From an optimization exercise on the open Yosys and OpenROAD flow, aimed at small area, a short achievable clock period and few clock cycles; shortcuts taken in it are not production practice. Function was checked by simulation only, so behaviour that the tests miss may differ from the original. No activity file was given, so power comes from the tool's default toggle rates.

File: design/flow/config.mk
export PLATFORM = sky130hd
export DESIGN_NAME = SP
export DESIGN_NICKNAME = SP
export VERILOG_FILES = /design/flow/design.v
export SDC_FILE = /design/flow/constraint.sdc
export NUM_CORES = 8
export LEC_CHECK = 0
export ABC_AREA = 1
export CAP_MARGIN = 20
export CORE_MARGIN = 2
export CORE_UTILIZATION = 40
export SLEW_MARGIN = 20
File: design/flow/design.v
`timescale 1ns / 1ps
module SP(
input clk,
input rstn,
input in_valid,
input [15:0] in_data,
input [2:0] in_mode,
output reg out_valid,
output reg [15:0] out_data
    );
    parameter IDLE       = 3'b000 ;
    parameter READ_IN    = 3'b001 ;
    parameter MMI        = 3'b010 ;
    parameter MM         = 3'b011 ; 
    parameter SORTING    = 3'b100 ;
    parameter SUM        = 3'b101 ;
    parameter READ_OUT   = 3'b110 ;
    reg [2:0] cs, ns ;
    reg [2:0] mode[0:2] ;
    reg [15:0] A[0:5] ;
    reg [15:0] B[0:5] ;
    reg [15:0] C[0:5] ;
    reg [15:0] D[0:5] ;
    reg [15:0] E[0:5] ;
    reg [3:0] cnt_read_in ;
    reg [6:0] cnt_mmi ;
    reg [3:0] cnt_sorting ;
    reg [3:0] cnt_read_out ;
    always@(posedge clk)begin
        if(!rstn) cs <= IDLE ;
        else cs <= ns ;
    end
    always@(*)begin
        case(cs)
            IDLE:begin
                if(in_valid) ns = READ_IN ;  
                else ns = IDLE ;
            end
            READ_IN:begin
                if(in_valid == 1 && cnt_read_in == (9-1)) ns = MMI ;  
                else ns = READ_IN ;
            end
            MMI:begin
                if(cnt_mmi == 95) ns = MM ; 
                else ns = MMI ;
            end
            MM:begin
                ns = SORTING ;
            end
            SORTING:begin
                if(cnt_sorting == 5) ns = SUM ;
                else ns = SORTING ;
            end
            SUM:begin
                ns = READ_OUT ;
            end
            READ_OUT:begin
                if(cnt_read_out == 5) ns = IDLE ;
                else ns = READ_OUT ;
            end
            default: ns = IDLE ;
        endcase
    end
    always@(posedge clk)begin
        if(!rstn) cnt_read_in <= 0 ;
        else begin
            if((cs == IDLE || cs == READ_IN) && in_valid == 1) cnt_read_in <= cnt_read_in + 1 ;
            else cnt_read_in <= 0 ;
        end
    end
    always@(posedge clk)begin
        if(!rstn) cnt_mmi <= 0 ;
        else begin
            if(cs == MMI) cnt_mmi <= cnt_mmi + 1 ;
            else cnt_mmi <= 0 ;
        end
    end
    always@(posedge clk)begin
        if(!rstn) cnt_sorting <= 0 ;
        else begin
            if(cs == SORTING) cnt_sorting <= cnt_sorting + 1 ;
            else cnt_sorting <= 0 ;
        end
    end
    always@(posedge clk)begin
        if(!rstn) cnt_read_out <= 0 ;
        else begin
            if(cs == READ_OUT) cnt_read_out <= cnt_read_out + 1 ;
            else cnt_read_out <= 0 ;
        end
    end
    integer i ;
    always@(posedge clk)begin
        if(!rstn) begin
            for(i=0; i<3; i=i+1)begin
                mode[i] <= 0 ;
            end
        end
        else begin
            if(in_valid == 1 && cnt_read_in<3) mode[cnt_read_in] <= in_mode ;
        end
    end
    always@(posedge clk)begin
        if(!rstn)begin
            for(i=0; i<6; i=i+1)begin
                A[i] <= 0 ;
            end
        end
        else begin
            case(cs)
                IDLE, READ_IN:begin
                    if(in_valid == 1 && cnt_read_in>2) A[cnt_read_in-3] <= in_data ;
                end
                default:begin
                    A[0] <= A[0] ;
                    A[1] <= A[1] ;
                    A[2] <= A[2] ;
                    A[3] <= A[3] ;
                    A[4] <= A[4] ;
                    A[5] <= A[5] ;
                end   
            endcase
        end
    end
    reg signed[15:0] T1[0:15] ;
    reg signed[15:0] T2[0:15] ;
    reg signed[15:0] A0[0:15] ;
    reg signed[15:0] B0[0:15] ;
    reg signed[15:0] R [0:15] ;
    reg signed[15:0] Q [0:15] ;
    always@(posedge clk)begin
        if(!rstn)begin
            for(i=0; i<6; i=i+1)begin
                B[i] <= 0 ;
            end
        end
        else begin
            case(cs)
                MMI:begin
                    if(mode[0] == 0)begin
                        B[0] <= A[0] ;
                        B[1] <= A[1] ;
                        B[2] <= A[2] ;
                        B[3] <= A[3] ;
                        B[4] <= A[4] ;
                        B[5] <= A[5] ;
                    end
                    else begin
                        if(cnt_mmi[3:0] == 0)begin
                            T1[cnt_mmi[3:0]] = 0 ;
                            T2[cnt_mmi[3:0]] = 1 ;
                            A0[cnt_mmi[3:0]] = 509 ;
                            B0[cnt_mmi[3:0]] = A[cnt_mmi[6:4]] ;
                            R [cnt_mmi[3:0]] = A0[cnt_mmi[3:0]]%B0[cnt_mmi[3:0]] ;
                            Q [cnt_mmi[3:0]] = A0[cnt_mmi[3:0]]/B0[cnt_mmi[3:0]] ;
                        end
                        else begin
                            if(R[cnt_mmi[3:0] - 1] != 0)begin
                                T1[cnt_mmi[3:0]] = T2[cnt_mmi[3:0] - 1] ;
                                T2[cnt_mmi[3:0]] = T1[cnt_mmi[3:0] - 1] - Q[cnt_mmi[3:0] - 1]*T2[cnt_mmi[3:0] - 1] ;
                                A0[cnt_mmi[3:0]] = B0[cnt_mmi[3:0] - 1] ;
                                B0[cnt_mmi[3:0]] = R [cnt_mmi[3:0] - 1] ;
                                R [cnt_mmi[3:0]] = A0[cnt_mmi[3:0]]%B0[cnt_mmi[3:0]] ;
                                Q [cnt_mmi[3:0]] = A0[cnt_mmi[3:0]]/B0[cnt_mmi[3:0]] ;
                            end
                            else begin
                                T1[cnt_mmi[3:0]] = T1[cnt_mmi[3:0] - 1] ;
                                T2[cnt_mmi[3:0]] = T2[cnt_mmi[3:0] - 1] ;
                                A0[cnt_mmi[3:0]] = A0[cnt_mmi[3:0] - 1] ;
                                B0[cnt_mmi[3:0]] = B0[cnt_mmi[3:0] - 1] ;
                                R [cnt_mmi[3:0]] = R [cnt_mmi[3:0] - 1] ;
                                Q [cnt_mmi[3:0]] = Q [cnt_mmi[3:0] - 1] ;
                                if(T2[cnt_mmi[3:0] - 1] <  0) B[cnt_mmi[6:4]] <= T2[cnt_mmi[3:0] - 1] + 509 ;
                                else B[cnt_mmi[6:4]] <= T2[cnt_mmi[3:0] - 1] ;
                            end
                        end
                    end
                end
                default:begin
                    B[0] <= B[0] ;
                    B[1] <= B[1] ;
                    B[2] <= B[2] ;
                    B[3] <= B[3] ;
                    B[4] <= B[4] ;
                    B[5] <= B[5] ;
                end
            endcase
        end
    end
    reg [31:0]mm[0:5] ;
    always@(posedge clk)begin
        if(!rstn)begin
            for(i=0; i<6; i=i+1)begin
                C[i] <= 0 ;
            end
        end
        else begin
            case(cs)
                MM:begin
                    if(mode[1] == 0)begin
                        C[0] <= B[0] ;
                        C[1] <= B[1] ;
                        C[2] <= B[2] ;
                        C[3] <= B[3] ;
                        C[4] <= B[4] ;
                        C[5] <= B[5] ;
                    end
                    else begin
                        mm[0] = (((((((B[1]*B[2])%509)*B[3])%509)*B[4])%509)*B[5])%509 ;
                        mm[1] = (((((((B[0]*B[2])%509)*B[3])%509)*B[4])%509)*B[5])%509 ;
                        mm[2] = (((((((B[0]*B[1])%509)*B[3])%509)*B[4])%509)*B[5])%509 ;
                        mm[3] = (((((((B[0]*B[1])%509)*B[2])%509)*B[4])%509)*B[5])%509 ;
                        mm[4] = (((((((B[0]*B[1])%509)*B[2])%509)*B[3])%509)*B[5])%509 ;
                        mm[5] = (((((((B[0]*B[1])%509)*B[2])%509)*B[3])%509)*B[4])%509 ;
                        C[0] <= mm[0][15:0] ;
                        C[1] <= mm[1][15:0] ;
                        C[2] <= mm[2][15:0] ;
                        C[3] <= mm[3][15:0] ;
                        C[4] <= mm[4][15:0] ;
                        C[5] <= mm[5][15:0] ;                        
                    end
                end
                default:begin
                    C[0] <= C[0] ;
                    C[1] <= C[1] ;
                    C[2] <= C[2] ;
                    C[3] <= C[3] ;
                    C[4] <= C[4] ;
                    C[5] <= C[5] ;
                end
            endcase
        end
    end
    wire [15:0] S [0:5] ;
    sort6 sort15(.in0(C[0]), .in1(C[1]), .in2(C[2]), .in3(C[3]), .in4(C[4]), .in5(C[5]),
                .out0(S[0]), .out1(S[1]), .out2(S[2]), .out3(S[3]), .out4(S[4]), .out5(S[5])) ;
    always@(posedge clk)begin
        if(!rstn)begin
            for(i=0; i<6; i=i+1)begin
                D[i] <= 0 ;
            end
        end
        else begin
            case(cs)
                SORTING:begin
                    if(mode[2] == 0)begin
                        D[0] <= C[0] ;
                        D[1] <= C[1] ;
                        D[2] <= C[2] ;
                        D[3] <= C[3] ;
                        D[4] <= C[4] ;
                        D[5] <= C[5] ;
                    end
                    else begin
                        if(cnt_sorting == 5)begin
                            D[0] <= S[0] ;
                            D[1] <= S[1] ;
                            D[2] <= S[2] ;
                            D[3] <= S[3] ;
                            D[4] <= S[4] ;
                            D[5] <= S[5] ;
                        end
                        else begin
                            D[0] <= D[0] ;
                            D[1] <= D[1] ;
                            D[2] <= D[2] ;
                            D[3] <= D[3] ;
                            D[4] <= D[4] ;
                            D[5] <= D[5] ;
                        end
                    end
                end
                default:begin
                    D[0] <= D[0] ;
                    D[1] <= D[1] ;
                    D[2] <= D[2] ;
                    D[3] <= D[3] ;
                    D[4] <= D[4] ;
                    D[5] <= D[5] ;
                end
            endcase
        end
    end
    reg [20:0] sum [0:5] ;
    always@(posedge clk)begin
        if(!rstn)begin
            for(i=0; i<6; i=i+1)begin
                E[i] <= 0 ;
            end
        end
        else begin
            case(cs)
                SUM:begin
                    sum[0] = (A[0]+B[0]+C[0]+D[0])%509 ;
                    sum[1] = (A[1]+B[1]+C[1]+D[1])%509 ;
                    sum[2] = (A[2]+B[2]+C[2]+D[2])%509 ;
                    sum[3] = (A[3]+B[3]+C[3]+D[3])%509 ;
                    sum[4] = (A[4]+B[4]+C[4]+D[4])%509 ;
                    sum[5] = (A[5]+B[5]+C[5]+D[5])%509 ;
                    E[0] <= sum[0] ;
                    E[1] <= sum[1] ;
                    E[2] <= sum[2] ;
                    E[3] <= sum[3] ;
                    E[4] <= sum[4] ;
                    E[5] <= sum[5] ;
                end
                default:begin
                    E[0] <= E[0] ;
                    E[1] <= E[1] ;
                    E[2] <= E[2] ;
                    E[3] <= E[3] ;
                    E[4] <= E[4] ;
                    E[5] <= E[5] ;
                end
            endcase
        end
    end
    always@(posedge clk)begin
        if(!rstn) out_valid <= 0 ;
        else begin
            if(cs == READ_OUT) out_valid <= 1 ;
            else out_valid <= 0 ;
        end
    end
    always@(posedge clk)begin
        if(!rstn) out_data <= 0 ;
        else begin
            case(cs)
                READ_OUT:begin
                    out_data <= E[cnt_read_out] ;
                end
                default:out_data <= 0 ;
            endcase
        end
    end
endmodule
module sort6
(
    input [15:0] in0, in1, in2, in3, in4, in5,
    output [15:0] out0, out1, out2, out3, out4, out5
) ;
    wire [15:0] s10, s11, s12, s13, s14, s15 ;
    wire [15:0] s20, s21, s22, s23, s24, s25 ;
    wire [15:0] s30, s31, s32, s33, s34, s35 ;
    wire [15:0] s40, s41, s42, s43, s44, s45 ;
    wire [15:0] s50, s51, s52, s53, s54, s55 ;
    assign s20 = s10 ;
    assign s25 = s15 ;
    assign s40 = s30 ;
    assign s45 = s35 ;
    assign out0 = s50 ;
    assign out5 = s55 ;
    sort2 sort0(.in0(in0), .in1(in1), .out0(s10), .out1(s11)) ;
    sort2 sort1(.in0(in2), .in1(in3), .out0(s12), .out1(s13)) ;
    sort2 sort2(.in0(in4), .in1(in5), .out0(s14), .out1(s15)) ;
    sort2 sort3(.in0(s11), .in1(s12), .out0(s21), .out1(s22)) ;
    sort2 sort4(.in0(s13), .in1(s14), .out0(s23), .out1(s24)) ;
    sort2 sort5(.in0(s20), .in1(s21), .out0(s30), .out1(s31)) ;
    sort2 sort6(.in0(s22), .in1(s23), .out0(s32), .out1(s33)) ;
    sort2 sort7(.in0(s24), .in1(s25), .out0(s34), .out1(s35)) ;
    sort2 sort8(.in0(s31), .in1(s32), .out0(s41), .out1(s42)) ;
    sort2 sort9(.in0(s33), .in1(s34), .out0(s43), .out1(s44)) ;
    sort2 sort10(.in0(s40), .in1(s41), .out0(s50), .out1(s51)) ;
    sort2 sort11(.in0(s42), .in1(s43), .out0(s52), .out1(s53)) ;
    sort2 sort12(.in0(s44), .in1(s45), .out0(s54), .out1(s55)) ;
    sort2 sort13(.in0(s51), .in1(s52), .out0(out1), .out1(out2)) ;
    sort2 sort14(.in0(s53), .in1(s54), .out0(out3), .out1(out4)) ;
endmodule
module sort2
(
    input [15:0] in0, in1,
    output reg [15:0] out0, out1
) ;
    always@(*)begin
        if(in0 > in1)begin
            out0 <= in1 ;
            out1 <= in0 ;
        end
        else begin
            out0 <= in0 ;
            out1 <= in1 ;
        end
    end
endmodule
File: design/flow/constraint.sdc
create_clock -name core_clock -period 115.0 [get_ports {clk}]
set_input_delay 23.0000 -clock core_clock [delete_from_list [all_inputs] [get_ports {clk}]]
set_output_delay 23.0000 -clock core_clock [all_outputs]
set_load 0.01 [all_outputs]
File: design/flow/run.sh
#!/bin/bash
# synth_recipe.tcl (not shown) runs the flow's synth.tcl, then flattens the netlist and writes it again
# the make line also repeats each setting of config.mk as NAME=value (left out here)
make -C /OpenROAD-flow-scripts/flow DESIGN_CONFIG=/design/flow/config.mk WORK_HOME=/design/flow/orfs CLKGATE_MAP_FILE= SYNTH_SCRIPT=/design/flow/synth_recipe.tcl finish
==> results.txt <==
## synthesized netlist by cell type (327+ instances only)
cell,number,area share
inv_2,721,0.0056
dfxtp_1,327,0.014
xnor2_1,423,0.0077
o21ai_1,567,0.0059
nor3_1,413,0.0043
nand2_4,1196,0.028
nor2_2,767,0.010
nand4_1,699,0.0091
o21ai_0,2937,0.031
nand2_2,2978,0.039
fa_1,5429,0.23
nand3_2,889,0.018
xor2_1,1336,0.024
a21oi_1,1999,0.021
edfxtp_1,1721,0.11
nand2_1,14905,0.12
nand3_1,3674,0.038
clkbuf_1,1615,0.013
inv_1,12385,0.097
nor2_1,5080,0.040
ha_1,2065,0.054
## metrics by stage
stage | util | hold WS [ns] | total power (uW)
after global placement | 0.414 | 0.454 | 5750000
after CTS | 0.420 | 0.470 | 5800000
final | 0.421 | 0.468 | 5760000
after floorplan | - | 0.433 | 7260000
after detailed placement | 0.414 | 0.459 | 5800000
after global routing | 0.420 | 0.499 | 5970000
## sequential cells by signal (all words and copies together) (netlist names), 128 cells and up
| signal | cells |
|---|---|
| Q | 256 |
| A | 128 |
| B0 | 256 |
| T2 | 240 |
| R | 256 |
| T1 | 240 |
| A0 | 240 |
## cells by family after synthesis
logic type | count (synthesis) | synth area share
AOI/OAI and AO/OA | 8066 | 0.102
muxes | 4 | 0.0000909
DFF | 2048 | 0.121
adders and majority gates | 7494 | 0.279
and+or+nand+nor | 31949 | 0.331
buffers and inverters | 15726 | 0.133
xor gates and xnor gates | 1814 | 0.0340
## routing by layer
metal	GRT usage	part of all wire	vias up
li1	-	-	206196
met1	0.358	0.41	207528
met2	0.442	0.45	16099
met3	0.0451	0.084	3223
met4	0.113	0.051	30
met5	0	0.00012	-
## cell type report
cell class | instances | area, sq um
fill | 125595 | 697000
sequential | 2048 | 58200
clock inverter | 126 | 1510
antenna | 51 | 128
multi-input combinational | 49327 | 360000
timing repair buffer | 860 | 6820
inverter | 13620 | 52900
tap | 15997 | 20000
clock buffer | 258 | 5550
## layout by cell type (no fill, tap or decap), types with 353 or more instances in the layout
master / Yosys / layout
fa_1: 5429 / 5429
nor2_4: 316 / 353
o21ai_1: 567 / 581
inv_2: 721 / 749
nand3_2: 889 / 889
nor2_1: 5080 / 5035
edfxtp_1: 1721 / 1721
nor3_1: 413 / 392
xnor2_1: 423 / 419
ha_1: 2065 / 2065
a21oi_1: 1999 / 1965
nand3_1: 3674 / 3673
nand2_4: 1196 / 1198
nor2_2: 767 / 775
buf_4: 13 / 801
nand4_1: 699 / 699
nand2_2: 2978 / 2980
o21ai_0: 2937 / 2900
inv_1: 12385 / 12348
xor2_1: 1336 / 1335
nand2_1: 14905 / 14901
==> metrics.md <==
| Metric | Value |
|---|---|
| Initial Utilization | 0.401 |
| Clk slew on worst S/H paths | roughly 0.07 ns |
| 1st-iter DRT viols | 37022 |
| Max cap viols | 0 |
| Layout Cells excl Fill | 82287 |
| Top pwr grp | combinational logic |
| IO buf count | 38 |
| Routed Antenna Nets | 0 |
| Placed cell area | about 500000 sq um |
| Drt total wl | 1680000 um |
| Final #Nets | between 70000 and 80000 |
| Period utilization | 0.894 |
| Synth cell types | approximately 130 |
| Hold_sp | E[1][1]$_SDFFE_PN0P_ |
| YS warnings | 24 |
| Crit path depth | approximately 650 |
| Syn_area_per_cell | 7.18 sq um |
| Final WS setup | around 12 ns |
| Clk sinks | 2048 |
| Die footprint | 1210000 sq um |
| GRT Util Overall | 0.271 |
| Vias in the first global route | 422076 |
| FMAX | ~9.7 MHz |
| Status | no timing/DRC/antenna violations |
| Layout cell share with drive strength beyond 1 | 0.149 |
| FF+latch count, synth | 2048 |
| # hold bufs at CTS | 0 |
| Switching share of power | 0.668 |
| Largest net degree at the start of global routing | 182 |
| Final hold violation count | 0 |
| Hold path depth | 2 |
| NetSw | between 3000000 and 4000000 uW |
| Number of synthesized flops with an enable pin | 1721 |
| R2R depth | 651 |
| R2R Path Start | B[0][5]$_DFFE_PP_ |
| Internal power consumption | 1910000 uW |
| Worst slack, placed | between 10 and 15 ns |
| Power share of the combinational group | 1.000 |
| Critical-path top delay cell | edfxtp_1 |
| Aggregate global routing overflow | 0 |
| Worst path buffer plus inverter count | 75 |
| RSZ-0062 raised after global routing | no |
| CP top delay family | simple AND/OR/NAND/NOR gates |
| # IOs | 39 |
| Sequential power | 804 uW |
| DP HPWL | around 1300000 um |
| Vias | 433076 |
| CTS tree | yes |
| Chip width | 1100 um |
| CP Class | reg -> reg |
| Clock Tree Root | clkbuf_16 |
| P_leak | 0.253 uW |
| Slew HR | 0.127 |
| Clock Skew | about 0.14 ns |
| Die Span Y | roughly 1100 um |
| Seq pwr share | 0 |
| Row count | 403 |
| Hold crit path type | reg -> reg |
| Max-slew violation count | 0 |
| Worst-Skew Late Latency | 1.01 ns |
| Num CTS Buffers | 210 |
| Top FF cell, synth | edfxtp_1 |
| Clock Power Share | 0 |
| DR DRC count | 0 |
| Clock Path Buffers | 4 |
| Setup TNS | 0 ns |
| TritonRoute pass-1 iters | 7 |
| DR vias/cell | ~5.3 |
| Combinational cell power | 5760000 uW |
| End of the worst hold path | E[1][1]$_SDFFE_PN0P_ |
| Fraction of registers with async set/reset | 0 |
| Depth of the CTS H-tree | 4 |
| First-pass GRT wire length | 2560000 um |
| Slew @ Worst Pin | between 1 and 1.5 ns |
| Most frequent CP cell | nand2_2 |
| PwrDens | between 10000 and 15000 nW/um^2 |
| Initial antenna violation count | 77 |
| Core box area | 1200000 sq um |
| P_clk | 743 uW |
| Placed Cells | 81850 |
| CP Capture Type | flip-flop |
| End of the critical path | C[5][14]$_SDFFE_PN0N_ |
| Fin area | 506000 sq um |
| Post-CTS sizing | 0 |
| P&R area growth vs syn | 4.97% |
| Worst EP arrival | roughly 100 ns |
| Routability cong. | 0.997 |
| Setup slack, reg-to-reg | 12.19 ns |
| Cell count after synthesis | roughly 67000 |
| Synthesized Nets | 74617 |
| Worst path required time | 115.78 ns |
| Worst IR drop on VDD | 7.00 mV |
| # Post-CTS Setup Buffers | 0 |
| R2R Path End | C[5][14]$_SDFFE_PN0N_ |
| Crit path time final | 102.81 ns |
| Finish-stage setup viols | 0 |
| Register area share after synthesis | 0.121 |
| Drt wl/cell | 20.4 um |
| Worst Path Max Fanout | 24 |
| Max incr delay on CP | between 1 and 1.5 ns |
| CP startpoint kind | flip-flop |
| Worst setup path start | B[0][5]$_DFFE_PP_ |
| Post-synthesis cell area | 482000 sq um |
Testbench counts, summed over its fixed seeds: cycles 152,328.

## separate check: timing with driven ports
The results above use ideal ports. As a check the final layout listed here was re-extracted and re-timed, cells and wires unchanged.
Step 1 (the two cells are an assumption about what drives the block):
set clk [get_ports {clk}]
set_driving_cell -lib_cell sky130_fd_sc_hd__clkbuf_16 $clk
set_driving_cell -lib_cell sky130_fd_sc_hd__buf_2 [delete_from_list [all_inputs] $clk]
Step 2 times the ports against the registers' clock, not the clock port: input delays grow and output delays shrink by t, the midpoint of the rising clock arrivals with the driver on.
a / b / c = ideal ports / drivers / drivers and shift; a / b = the first two.
t (ns): 1.059
slack for setup (ns): 12.188 / 12.188 / 12.188
hold slack, ns: 0.468 / 0.468 / 0.468
clock arrival spread, ns: 0.143 / 0.143
After both steps setup and hold are still met in this run. For this run, drivers alone change the setup slack by 0.000 ns; drivers and shift together by 0.000 ns.
